This is an optimization exercise on Yosys and OpenROAD, whose aim is small area, not a production implementation. Where RTL was checked, it was by simulation tests only, not by an equivalence proof against the original. No activity file was given, so power comes from the tool's default toggle rates.

// metronome_display
module metronome_display(
    input wire clk,
    input wire reset_n,
    input wire key_inc_n,
    input wire key_dec_n,
    input wire key_mode_n,
    input wire key_opt_n,
    output reg beep_n,
    output wire [3:0] led_n,
    output wire [3:0] dig,
    output reg [7:0] seg
);
Size in the first run: about 1,000 cells after synthesis, about 170 flip-flops, roughly 23 I/O pins, ~9800 µm² of cells after synthesis.
clock: 100.0 ns
lec_check: 0
cap_margin: 20
core_margin: 2
core_utilization: 70
slew_margin: 20
run.sh (not shown) runs the stock make flow with config.mk's settings and CLKGATE_MAP_FILE= SYNTH_SCRIPT=/design/flow/synth_recipe.tcl, a recipe that flattens the netlist after the stock synthesis.
The first run ran to the end with no violations.
==> next run, changes <==
CTS_BUF_LIST = sky130_fd_sc_hd__clkbuf_8   (was unset)
CTS_CLUSTER_SIZE = 50   (was unset)
Synthesized cell count does not change.
Register-to-register slack gets better by 0.06 ns.
Core utilization decreases by 1.4 points.
Count of clock-buffer cells in the layout decreases by 4.
Global-route usage decreases by 0.42 points.
Sequential share of layout area increases by 0.62 points.
Non-clock buffer count stays the same.
Function was not checked in any run of this note: the RTL went through the layout flow alone.

metronome_display, a different RTL version from the one above (not shown whole).
Size: roughly 860 cells after synthesis, ~23 I/O pins, roughly 8900 sq um of cells after synthesis.
Settings: LEC_CHECK=0, CAP_MARGIN=20, CORE_MARGIN=2, CORE_UTILIZATION=70, CTS_BUF_LIST=sky130_fd_sc_hd__clkbuf_8, SLEW_MARGIN=20; clock period 100.0 ns.
standard.sh (not shown) runs the stock make flow with config.mk's settings and CLKGATE_MAP_FILE= SYNTH_SCRIPT=/design/flow/synth_recipe.tcl, a recipe that flattens the netlist after the stock synthesis.
==> flow/flow/run.sh <==
#!/bin/bash
# The standard layout, with three changes:
#  - the combinational logic of the standard synthesis is re-mapped for area by
#    yosys/ABC (flow/remap.ys, flow/remap.abc); flip-flops, adders and tie cells are
#    left untouched, so the registers keep their names and cells;
#  - the port buffers are made from the smallest buffer cell;
#  - clock tree synthesis runs with its standard arguments plus -dont_use_dummy_load
#    (no dummy load cells for balancing).
set -euo pipefail
ARGS=(BUFFER_PORTS_ARGS="-buffer_cell sky130_fd_sc_hd__buf_1"
      CTS_ARGS="-sink_clustering_enable -repair_clock_nets -buf_list sky130_fd_sc_hd__clkbuf_8 -dont_use_dummy_load")
bash standard.sh "${ARGS[@]}" synth > standard_synth.log 2>&1
R=orfs/results/${FLOW_PLATFORM}/metronome_display/base
cp $R/1_2_yosys.v $R/1_2_yosys_standard.v
LIB=$FLOW_HOME/platforms/${FLOW_PLATFORM}/lib/sky130_fd_sc_hd__tt_025C_1v80.lib
sed -e "s#@LIB@#$LIB#g" -e "s#@IN@#$R/1_2_yosys_standard.v#" -e "s#@OUT@#$R/1_2_yosys.v#" \
    -e "s#@ABC@#$PWD/flow/remap.abc#" -e "s#@STAT@#$PWD/remap_stat.txt#" flow/remap.ys > remap.ys
YOSYS=yosys
if [[ -x $FLOW_HOME/../tools/install/yosys/bin/yosys ]]; then YOSYS=$FLOW_HOME/../tools/install/yosys/bin/yosys; fi
$YOSYS -s remap.ys > yosys_remap.log 2>&1
bash standard.sh "${ARGS[@]}" finish > standard_finish.log 2>&1
==> flow/flow/remap.ys <==
# Re-map the combinational logic of the standard synthesis for area. Flip-flops, full
# and half adders and tie cells are kept as they are (blackboxes), so every register
# keeps its name and cell.
read_liberty -ignore_miss_func @LIB@
read_verilog @IN@
hierarchy -top metronome_display
setattr -mod -set blackbox 1 sky130_fd_sc_hd__df* sky130_fd_sc_hd__fa_* sky130_fd_sc_hd__ha_* sky130_fd_sc_hd__conb_*
flatten
opt_clean -purge
abc -liberty @LIB@ -dont_use sky130_fd_sc_hd__lpflow_bleeder_1 -dont_use sky130_fd_sc_hd__lpflow_clkbufkapwr_1 -dont_use sky130_fd_sc_hd__lpflow_clkbufkapwr_16 -dont_use sky130_fd_sc_hd__lpflow_clkbufkapwr_2 -dont_use sky130_fd_sc_hd__lpflow_clkbufkapwr_4 -dont_use sky130_fd_sc_hd__lpflow_clkbufkapwr_8 -dont_use sky130_fd_sc_hd__lpflow_clkinvkapwr_1 -dont_use sky130_fd_sc_hd__lpflow_clkinvkapwr_16 -dont_use sky130_fd_sc_hd__lpflow_clkinvkapwr_2 -dont_use sky130_fd_sc_hd__lpflow_clkinvkapwr_4 -dont_use sky130_fd_sc_hd__lpflow_clkinvkapwr_8 -dont_use sky130_fd_sc_hd__lpflow_decapkapwr_12 -dont_use sky130_fd_sc_hd__lpflow_decapkapwr_3 -dont_use sky130_fd_sc_hd__lpflow_decapkapwr_4 -dont_use sky130_fd_sc_hd__lpflow_decapkapwr_6 -dont_use sky130_fd_sc_hd__lpflow_decapkapwr_8 -dont_use sky130_fd_sc_hd__lpflow_inputiso0n_1 -dont_use sky130_fd_sc_hd__lpflow_inputiso0p_1 -dont_use sky130_fd_sc_hd__lpflow_inputiso1n_1 -dont_use sky130_fd_sc_hd__lpflow_inputiso1p_1 -dont_use sky130_fd_sc_hd__lpflow_inputisolatch_1 -dont_use sky130_fd_sc_hd__lpflow_isobufsrc_1 -dont_use sky130_fd_sc_hd__lpflow_isobufsrc_16 -dont_use sky130_fd_sc_hd__lpflow_isobufsrc_2 -dont_use sky130_fd_sc_hd__lpflow_isobufsrc_4 -dont_use sky130_fd_sc_hd__lpflow_isobufsrc_8 -dont_use sky130_fd_sc_hd__lpflow_isobufsrckapwr_16 -dont_use sky130_fd_sc_hd__lpflow_lsbuf_lh_hl_isowell_tap_1 -dont_use sky130_fd_sc_hd__lpflow_lsbuf_lh_hl_isowell_tap_2 -dont_use sky130_fd_sc_hd__lpflow_lsbuf_lh_hl_isowell_tap_4 -dont_use sky130_fd_sc_hd__lpflow_lsbuf_lh_isowell_4 -dont_use sky130_fd_sc_hd__lpflow_lsbuf_lh_isowell_tap_1 -dont_use sky130_fd_sc_hd__lpflow_lsbuf_lh_isowell_tap_2 -dont_use sky130_fd_sc_hd__lpflow_lsbuf_lh_isowell_tap_4 -dont_use sky130_fd_sc_hd__probe_p_8 -dont_use sky130_fd_sc_hd__probec_p_8  -script @ABC@
read_liberty -lib -ignore_redef @LIB@
opt_clean -purge
splitnets
hilomap -singleton -hicell sky130_fd_sc_hd__conb_1 HI -locell sky130_fd_sc_hd__conb_1 LO
insbuf -buf sky130_fd_sc_hd__buf_4 A X
opt_clean -purge
check -assert
tee -o @STAT@ stat -liberty @LIB@
write_verilog -noattr -nohex -nodec @OUT@
Other scripts of this flow, unchanged in this note and not shown: flow/flow/remap.abc
==> next run, changes <==
--- a/flow/flow/run.sh
+++ b/flow/flow/run.sh
@@ -1,4 +1,4 @@
 #!/bin/bash
-# The standard layout, with three changes:
+# The standard layout, with two changes:
 #  - the combinational logic of the standard synthesis is re-mapped for area by
 #    yosys/ABC (flow/remap.ys, flow/remap.abc); flip-flops, adders and tie cells are
Effect:
- setup slack is unchanged
- sequential power is about the same
- register-to-register slack hardly moves
- wire length does not change
- power stays the same
- core utilization is unchanged
- global-route usage stays the same
- cell count does not change
- clock-buffer cell count does not change
- synthesized area does not change
==> next run, changes <==
--- a/flow/flow/run.sh
+++ b/flow/flow/run.sh
@@ -4,10 +4,7 @@
 #    yosys/ABC (flow/remap.ys, flow/remap.abc); flip-flops, adders and tie cells are
 #    left untouched, so the registers keep their names and cells;
-#  - the port buffers are made from the smallest buffer cell;
-#  - clock tree synthesis runs with its standard arguments plus -dont_use_dummy_load
-#    (no dummy load cells for balancing).
+#  - the port buffers are made from the smallest buffer cell.
 set -euo pipefail
-ARGS=(BUFFER_PORTS_ARGS="-buffer_cell sky130_fd_sc_hd__buf_1"
-      CTS_ARGS="-sink_clustering_enable -repair_clock_nets -buf_list sky130_fd_sc_hd__clkbuf_8 -dont_use_dummy_load")
+ARGS=(BUFFER_PORTS_ARGS="-buffer_cell sky130_fd_sc_hd__buf_1")
 bash standard.sh "${ARGS[@]}" synth > standard_synth.log 2>&1
 R=orfs/results/${FLOW_PLATFORM}/metronome_display/base
The changed run finished clean.
Worst hold slack hardly moves.
Final cell count rises by 1.4%.
Sequential power stays flat.
Cell area rises by 1.8%.
Die area is unchanged.
==> next run, changes <==
--- a/flow/flow/run.sh
+++ b/flow/flow/run.sh
@@ -1,10 +1,13 @@
 #!/bin/bash
-# The standard layout, with two changes:
+# The standard layout, with three changes:
 #  - the combinational logic of the standard synthesis is re-mapped for area by
 #    yosys/ABC (flow/remap.ys, flow/remap.abc); flip-flops, adders and tie cells are
 #    left untouched, so the registers keep their names and cells;
-#  - the port buffers are made from the smallest buffer cell.
+#  - the port buffers are made from the smallest buffer cell;
+#  - clock tree synthesis runs with its standard arguments plus -dont_use_dummy_load
+#    (no dummy load cells for balancing).
 set -euo pipefail
-ARGS=(BUFFER_PORTS_ARGS="-buffer_cell sky130_fd_sc_hd__buf_1")
+ARGS=(BUFFER_PORTS_ARGS="-buffer_cell sky130_fd_sc_hd__buf_1"
+      CTS_ARGS="-sink_clustering_enable -repair_clock_nets -buf_list sky130_fd_sc_hd__clkbuf_8 -dont_use_dummy_load")
 bash standard.sh "${ARGS[@]}" synth > standard_synth.log 2>&1
 R=orfs/results/${FLOW_PLATFORM}/metronome_display/base
CAP_MARGIN = 0   (was 20)
SLEW_MARGIN = 0   (was 20)
=> Synthesized area is unchanged. Hold slack hardly moves. Design area drops by 1.8%. Via count drops by 1.0%. Power drops by 4.5%. Utilization drops by 1.3 points. Global-route usage drops by 0.44 points.
==> next run, changes <==
==> flow/flow/run.sh (replaced) <==
#!/bin/bash
# The standard layout, with three changes:
#  - the combinational logic of the standard synthesis, its adder cells included, is
#    re-mapped for area by yosys/ABC (flow/remap.ys, flow/remap.abc, flow/soft.v);
#    flip-flops and tie cells are left untouched, so the registers keep their names
#    and cells;
#  - the port buffers are made from the smallest buffer cell;
#  - clock tree synthesis runs with its standard arguments plus -dont_use_dummy_load
#    (no dummy load cells for balancing).
set -euo pipefail
ARGS=(BUFFER_PORTS_ARGS="-buffer_cell sky130_fd_sc_hd__buf_1"
      CTS_ARGS="-sink_clustering_enable -repair_clock_nets -buf_list sky130_fd_sc_hd__clkbuf_8 -dont_use_dummy_load")
bash standard.sh "${ARGS[@]}" synth > standard_synth.log 2>&1
R=orfs/results/${FLOW_PLATFORM}/metronome_display/base
cp $R/1_2_yosys.v $R/1_2_yosys_standard.v
sed -e 's/^\( *\)sky130_fd_sc_hd__fa_1 /\1fa_soft /' $R/1_2_yosys_standard.v > remap_in.v
LIB=$FLOW_HOME/platforms/${FLOW_PLATFORM}/lib/sky130_fd_sc_hd__tt_025C_1v80.lib
sed -e "s#@LIB@#$LIB#g" -e "s#@IN@#$PWD/remap_in.v#" -e "s#@SOFT@#$PWD/flow/soft.v#" -e "s#@OUT@#$R/1_2_yosys.v#" \
    -e "s#@ABC@#$PWD/flow/remap.abc#" -e "s#@STAT@#$PWD/remap_stat.txt#" flow/remap.ys > remap.ys
YOSYS=yosys
if [[ -x $FLOW_HOME/../tools/install/yosys/bin/yosys ]]; then YOSYS=$FLOW_HOME/../tools/install/yosys/bin/yosys; fi
$YOSYS -s remap.ys > yosys_remap.log 2>&1
sed -e "s#@LIB@#$LIB#g" -e "s#@STD@#$R/1_2_yosys_standard.v#" -e "s#@OUT@#$R/1_2_yosys.v#" flow/equiv.ys > equiv.ys
$YOSYS -s equiv.ys > yosys_equiv.log 2>&1
bash standard.sh "${ARGS[@]}" finish > standard_finish.log 2>&1
==> flow/flow/equiv.ys (new file) <==
# Prove that the re-mapped netlist does what the standard synthesis's netlist does
# (registers paired by name).
read_liberty -ignore_miss_func @LIB@
read_verilog @STD@
rename metronome_display gold
read_verilog @OUT@
rename metronome_display gate
hierarchy -check
flatten gold gate
opt_clean
async2sync
equiv_make gold gate equiv
hierarchy -top equiv
equiv_simple -undef
equiv_induct -undef
equiv_status -assert
--- a/flow/flow/remap.ys
+++ b/flow/flow/remap.ys
@@ -1,9 +1,11 @@
-# Re-map the combinational logic of the standard synthesis for area. Flip-flops, full
-# and half adders and tie cells are kept as they are (blackboxes), so every register
-# keeps its name and cell.
+# Re-map the combinational logic of the standard synthesis for area. Flip-flops and
+# tie cells are kept as they are (blackboxes), so every register keeps its name and
+# cell; everything else, the adder cells included (the input netlist has its full adders renamed
+# to fa_soft, flow/soft.v), becomes plain logic for ABC.
 read_liberty -ignore_miss_func @LIB@
+read_verilog @SOFT@
 read_verilog @IN@
 hierarchy -top metronome_display
-setattr -mod -set blackbox 1 sky130_fd_sc_hd__df* sky130_fd_sc_hd__fa_* sky130_fd_sc_hd__ha_* sky130_fd_sc_hd__conb_*
+setattr -mod -set blackbox 1 sky130_fd_sc_hd__df* sky130_fd_sc_hd__conb_*
 flatten
 opt_clean -purge
==> flow/flow/soft.v (new file) <==
// Full adder as plain logic, so that ABC may restructure the adders of the
// standard synthesis together with the logic around them.
module fa_soft(input A, input B, input CIN, output COUT, output SUM);
  assign SUM = A ^ B ^ CIN;
  assign COUT = (A & B) | (CIN & (A ^ B));
endmodule
CAP_MARGIN = 20   (was 0)
SLEW_MARGIN = 20   (was 0)
Outcome:
- The new run aborted during netlist read-in after synthesis (1_synth)

==> port drivers added, routing unchanged <==
The results above use ideal ports. As a check the final layouts listed here were re-extracted and re-timed, cells and wires unchanged. Step 1: set_driving_cell puts a clkbuf_16 on clk and a buf_2 on each other input, an assumption about the parent block. Step 2 times the ports against the registers' clock, not the clock port: input delays grow and output delays shrink by t, the midpoint of the rising clock arrivals with the driver on. Slacks: ideal / step 1 / step 2; pairs: ideal / step 1.
run	shift t [ns]	slack for setup (ns)	worst setup path after step 2	worst data-port slew with drivers (ns)
the first run of note 1	0.472	76.550 / 76.504 / 76.976	register to output	0.03
the second run of note 1	0.492	76.550 / 76.510 / 77.002	register to output	0.03
the first run of note 2	0.489	76.901 / 76.861 / 77.350	register to output	0.05
the second run of note 2	0.489	76.901 / 76.861 / 77.350	register to output	0.05
the third run of note 2	0.504	76.864 / 76.826 / 77.329	register to output	0.05
the fourth run of note 2	0.489	76.901 / 76.861 / 77.350	register to output	0.05
After both steps setup and hold are still met in every run listed.
